Background: an optimization exercise with open tools, aiming at small area, a short achievable clock period and few clock cycles. Do not read the settings as production practice.

==> flow/design.v <==
module JAM (
    input CLK,
    input RST,
    output [2:0] W,
    output [2:0] J,
    input [6:0] Cost,
    output [3:0] MatchCount,
    output [9:0] MinCost,
    output reg Valid );
localparam ROUND = 3'd0, SEL = 3'd1, FIN = 3'd2, BUILD = 3'd3, COUNT = 3'd4;
reg [2:0] state;
reg [2:0] r;             
reg [2:0] i0;            
reg [2:0] cj;            
reg [2:0] j0;            
reg [8:0] base;           
reg first;
reg [7:0] mind;
reg [2:0] jmin;
reg [6:0] vpc;           
reg [6:0] vpj;           
reg [7:0] dcj;           
reg [2:0] rj;            
reg [7:0] S;             
reg rootr;               
reg [7:0] colFree;
reg [6:0] vp [0:7];
reg [7:0] dst [0:7];     
reg [2:0] way [0:7];     
reg [2:0] rowOf [0:7];   
reg [2:0] ja;
reg augdone;
reg [9:0] mc;
reg [3:0] cnt;
assign MinCost = mc;
assign MatchCount = cnt;
function [3:0] lowest;           
    input [7:0] m;
    begin
        casez (m)
            8'b???????1: lowest = 4'b1000;
            8'b??????10: lowest = 4'b1001;
            8'b?????100: lowest = 4'b1010;
            8'b????1000: lowest = 4'b1011;
            8'b???10000: lowest = 4'b1100;
            8'b??100000: lowest = 4'b1101;
            8'b?1000000: lowest = 4'b1110;
            8'b10000000: lowest = 4'b1111;
            default:     lowest = 4'b0000;
        endcase
    end
endfunction
function lt7;
    input [6:0] c;
    input [10:0] t;
    begin
        if (t[10])
            lt7 = 1'b0;
        else if (t[9:7] != 3'd0)
            lt7 = 1'b1;
        else
            lt7 = c < t[6:0];
    end
endfunction
function [7:0] above;            
    input [2:0] k;
    begin
        above = 8'hFE << k;
    end
endfunction
wire [2:0] j1 = way[ja];
wire [2:0] aR = (state == ROUND) ? cj : (state == FIN) ? j1 : i0;
wire [2:0] rA = rowOf[aR];
assign W = (state == SEL) ? rj : i0;
assign J = (state == SEL) ? jmin : cj;
wire [6:0] vpA = vpc;
wire [6:0] vp_cj = vpc;
wire [7:0] dA = dst[i0];
wire [9:0] bv = {base[8], base} + {3'd0, vp_cj};
wire [10:0] thr_o = 11'd256 - {bv[9], bv};
wire over = !lt7(Cost, thr_o);
wire [4:0] cur_lo = {1'b0, bv[3:0]} + {1'b0, Cost[3:0]};
wire [3:0] cur_h0 = bv[7:4] + {1'b0, Cost[6:4]};
wire [3:0] cur_h1 = bv[7:4] + {1'b0, Cost[6:4]} + 4'd1;
wire [7:0] cur_b = {cur_lo[4] ? cur_h1 : cur_h0, cur_lo[3:0]};
wire [7:0] cur8 = over ? 8'd255 : cur_b;
wire [7:0] dst_cj = dcj;
wire [10:0] thr_d = {3'd0, dst_cj} - {bv[9], bv};
wire [10:0] thr_m = {3'd0, mind} - {bv[9], bv};
wire better = rootr || lt7(Cost, thr_d);
wire cur_lt_min = lt7(Cost, thr_m);
wire dst_lt_min = dst_cj < mind;
wire take = first || (better ? cur_lt_min : dst_lt_min);
wire [7:0] nd = better ? cur8 : dst_cj;
wire [3:0] nxt_round = lowest(~S & above(cj));
wire [7:0] bitcj = 8'd1 << cj;
wire [7:0] S_sel = S | (8'd1 << jmin);
wire [3:0] first_round = lowest(~S_sel);
wire [3:0] lS = lowest(S);
wire [7:0] S_fin = S & ~bitcj;
wire [3:0] lSf = lowest(S_fin);
wire aug_last = (j1 == ja);
wire cur_eq_min = (thr_m[10:7] == 4'd0) && (thr_m[6:0] == Cost);
wire newmin = (cj == 3'd0) || cur_lt_min;
wire [7:0] tmask = newmin ? bitcj : cur_eq_min ? (S | bitcj) : S;
wire [2:0] ncol = (state == ROUND) ? nxt_round[2:0] :
                  (state == SEL) ? (colFree[jmin] ? lS[2:0] : first_round[2:0]) :
                  (state == FIN) ? lSf[2:0] : cj + 3'd1;
wire [6:0] vpn = colFree[ncol] ? 7'd0 : vp[ncol];
wire [6:0] vp_upd = vpc + (mind[6:0] - dcj[6:0]);
wire [7:0] dstn = dst[ncol];
wire [6:0] vp0 = colFree[0] ? 7'd0 : vp[0];
wire [7:0] adj = dA;
wire [2:0] dm1 = i0 - 3'd1;
wire [7:0] cand = adj & ~S & (first ? 8'hFF : above(rA));
wire [3:0] lj = lowest(cand);
wire [7:0] u2 = S | (8'd1 << lj[2:0]);
reg ok;
integer k;
always @(*) begin
    ok = 1'b1;
    for (k = 1; k < 8; k = k + 1)
        if (k > i0 && (dst[k] & ~u2) == 8'd0)
            ok = 1'b0;
end
wire d6 = first && (i0 == 3'd6);
wire [7:0] fx = ~S;
wire [7:0] flo = fx & (~fx + 8'd1);
wire [7:0] fhi = fx ^ flo;
wire [7:0] m6 = dst[6] & fx;
wire [7:0] m7 = dst[7] & fx;
wire c1 = (|(m6 & flo)) && (|(m7 & fhi));
wire c2 = (|(m6 & fhi)) && (|(m7 & flo));
wire [2:0] pd = rowOf[dm1];
always @(posedge CLK or posedge RST) begin
    if (RST) begin
        state <= ROUND;
        r <= 3'd0;
        i0 <= 3'd0;
        cj <= 3'd0;
        base <= 9'd0;
        first <= 1'b1;
        S <= 8'd0;
        rootr <= 1'b1;
        vpc <= 7'd0;
        colFree <= 8'hFF;
        mc <= 10'd0;
        cnt <= 4'd0;
        Valid <= 1'b0;
        augdone <= 1'b0;
    end else begin
        case (state)
        ROUND: begin
            first <= 1'b0;
            if (nxt_round[3]) begin
                cj <= nxt_round[2:0];
                vpc <= vpn;
                dcj <= dstn;
            end else begin
                state <= SEL;
            end
        end
        SEL: begin
            if (colFree[jmin]) begin
                mc <= mc + {2'd0, mind};
                colFree[jmin] <= 1'b0;
                cj <= lS[2:0];
                vpc <= vpn;
                dcj <= dstn;
                augdone <= 1'b0;
                state <= FIN;
            end else begin
                S <= S_sel;
                rootr <= 1'b0;
                i0 <= rj;
                base <= {1'b0, mind} - {2'd0, Cost} - {2'd0, vpj};
                cj <= first_round[2:0];
                vpc <= vpn;
                dcj <= dstn;
                first <= 1'b1;
                state <= ROUND;
            end
        end
        FIN: begin
            if (S != 8'd0) begin
                S <= S_fin;
                cj <= lSf[2:0];
                vpc <= vpn;
                dcj <= dstn;
            end
            if (!augdone && aug_last)
                augdone <= 1'b1;
            if (S_fin == 8'd0 && (augdone || aug_last)) begin
                vpc <= (S != 8'd0 && cj == 3'd0) ? vp_upd : vp0;
                dcj <= dst[0];
                if (r == 3'd7) begin
                    state <= BUILD;
                    i0 <= 3'd0;
                    cj <= 3'd0;
                    base <= 9'd0;
                end else begin
                    state <= ROUND;
                    r <= r + 3'd1;
                    i0 <= r + 3'd1;
                    base <= 9'd0;
                    rootr <= 1'b1;
                    cj <= 3'd0;
                    first <= 1'b1;
                end
            end
        end
        BUILD: begin
            S <= tmask;
            cj <= cj + 3'd1;
            vpc <= vpn;
            dcj <= dstn;
            if (cj == 3'd7) begin
                i0 <= i0 + 3'd1;
                if (i0 == 3'd7) begin
                    state <= COUNT;
                    S <= 8'd0;
                    first <= 1'b1;
                end
            end
        end
        COUNT: if (!Valid) begin
            if (d6) begin
                cnt <= cnt + {3'd0, c1} + {3'd0, c2};
                i0 <= dm1;
                S <= S & ~(8'd1 << pd);
                first <= 1'b0;
            end else if (lj[3]) begin
                if (ok) begin
                    S <= u2;
                    i0 <= i0 + 3'd1;
                    first <= 1'b1;
                end else begin
                    first <= 1'b0;
                end
            end else if (i0 == 3'd0) begin
                Valid <= 1'b1;
            end else begin
                i0 <= dm1;
                S <= S & ~(8'd1 << pd);
                first <= 1'b0;
            end
        end
        default: state <= ROUND;
        endcase
    end
end
always @(posedge CLK) begin
    case (state)
    ROUND: begin
        if (better) begin
            dst[cj] <= cur8;
            way[cj] <= rootr ? cj : j0;
        end
        if (take) begin
            mind <= nd;
            jmin <= cj;
            vpj <= vpc;
            rj <= rA;
        end
    end
    SEL: begin
        j0 <= jmin;
        ja <= jmin;
        if (colFree[jmin])
            vp[jmin] <= 7'd0;
    end
    FIN: begin
        if (S != 8'd0)
            vp[cj] <= vp_upd;
        if (!augdone) begin
            rowOf[ja] <= aug_last ? r : rA;
            if (!aug_last)
                ja <= j1;
        end
    end
    BUILD: begin
        if (newmin)
            mind <= cur8;
        if (cj == 3'd7)
            dst[i0] <= tmask;
    end
    COUNT: begin
        if (!Valid && !d6 && lj[3])
            rowOf[i0] <= lj[2:0];
    end
    default: ;
    endcase
end
endmodule
clock: 10.0 ns
lec_check: 0
abc_area: 1
cap_margin: 20
core_margin: 2
core_utilization: 50
place_density: 0.65
setup_slack_margin: 5
slew_margin: 20
standard.sh (not shown) runs the stock make flow with config.mk's settings and CLKGATE_MAP_FILE= SYNTH_SCRIPT=/design/flow/synth_recipe.tcl, a recipe that flattens the netlist after the stock synthesis.
==> flow/flow/run.sh <==
#!/bin/bash
# The standard layout (standard.sh: the standard synthesis, then ORFS to the
# final layout), with timing repair aiming at 5.3 ns of setup slack instead of
# config.mk's 5, so that it works further on the paths it shortens.
set -euo pipefail
sed 's/SETUP_SLACK_MARGIN=[0-9.]*/SETUP_SLACK_MARGIN=5.3/' standard.sh > standard_margin.sh
bash standard_margin.sh > standard.log 2>&1
==> next run, changes <==
==> flow/flow/run.sh (replaced) <==
#!/bin/bash
# The standard layout (standard.sh: the standard synthesis, then ORFS to the
# final layout), with timing repair aiming at 5.6 ns of setup slack instead of
# config.mk's 5, so that it works further on the paths it shortens.
set -euo pipefail
sed 's/SETUP_SLACK_MARGIN=[0-9.]*/SETUP_SLACK_MARGIN=5.6/' standard.sh > standard_margin.sh
bash standard_margin.sh > standard.log 2>&1
Settings changed: CORE_UTILIZATION 50 to 60, PLACE_DENSITY 0.65 to 0.72.
Effect: Routed wire length fell slightly. Via count rises slightly. Register-to-register slack gets better by 0.22 ns. Cell area rose by a few percent.
Function was not checked in any run of this note: the RTL went through the layout flow alone.

separate check: timing with driven ports:
The results above use ideal ports. As a check the final layouts listed here were re-extracted and re-timed, cells and wires unchanged. Step 1 (the two cells are an assumption about what drives the block):
set clk [get_ports {CLK}]
set_driving_cell -lib_cell sky130_fd_sc_hd__clkbuf_16 $clk
set_driving_cell -lib_cell sky130_fd_sc_hd__buf_2 [delete_from_list [all_inputs] $clk]
Step 2 adds t to the input delays and takes it off the output delays; t is the mean of the earliest and latest rising clock arrival at the registers after step 1. Input paths then give back, and output paths get back, about the clock's delay inside the block. Three values: ideal, step 1, step 2; two values: the first two.
run	t, ns	setup WS [ns]	worst slew at a driven data input, ns	cell pins on the clock port's net
the first run	0.631	5.400 / 5.350 / 4.851	0.04	1
the second run	0.619	5.618 / 5.580 / 5.096	0.03	1
After both steps every run listed still meets setup and hold. The setup slack of the first run, which loses most, moves by -0.050 ns with the drivers and by -0.549 ns with both steps.
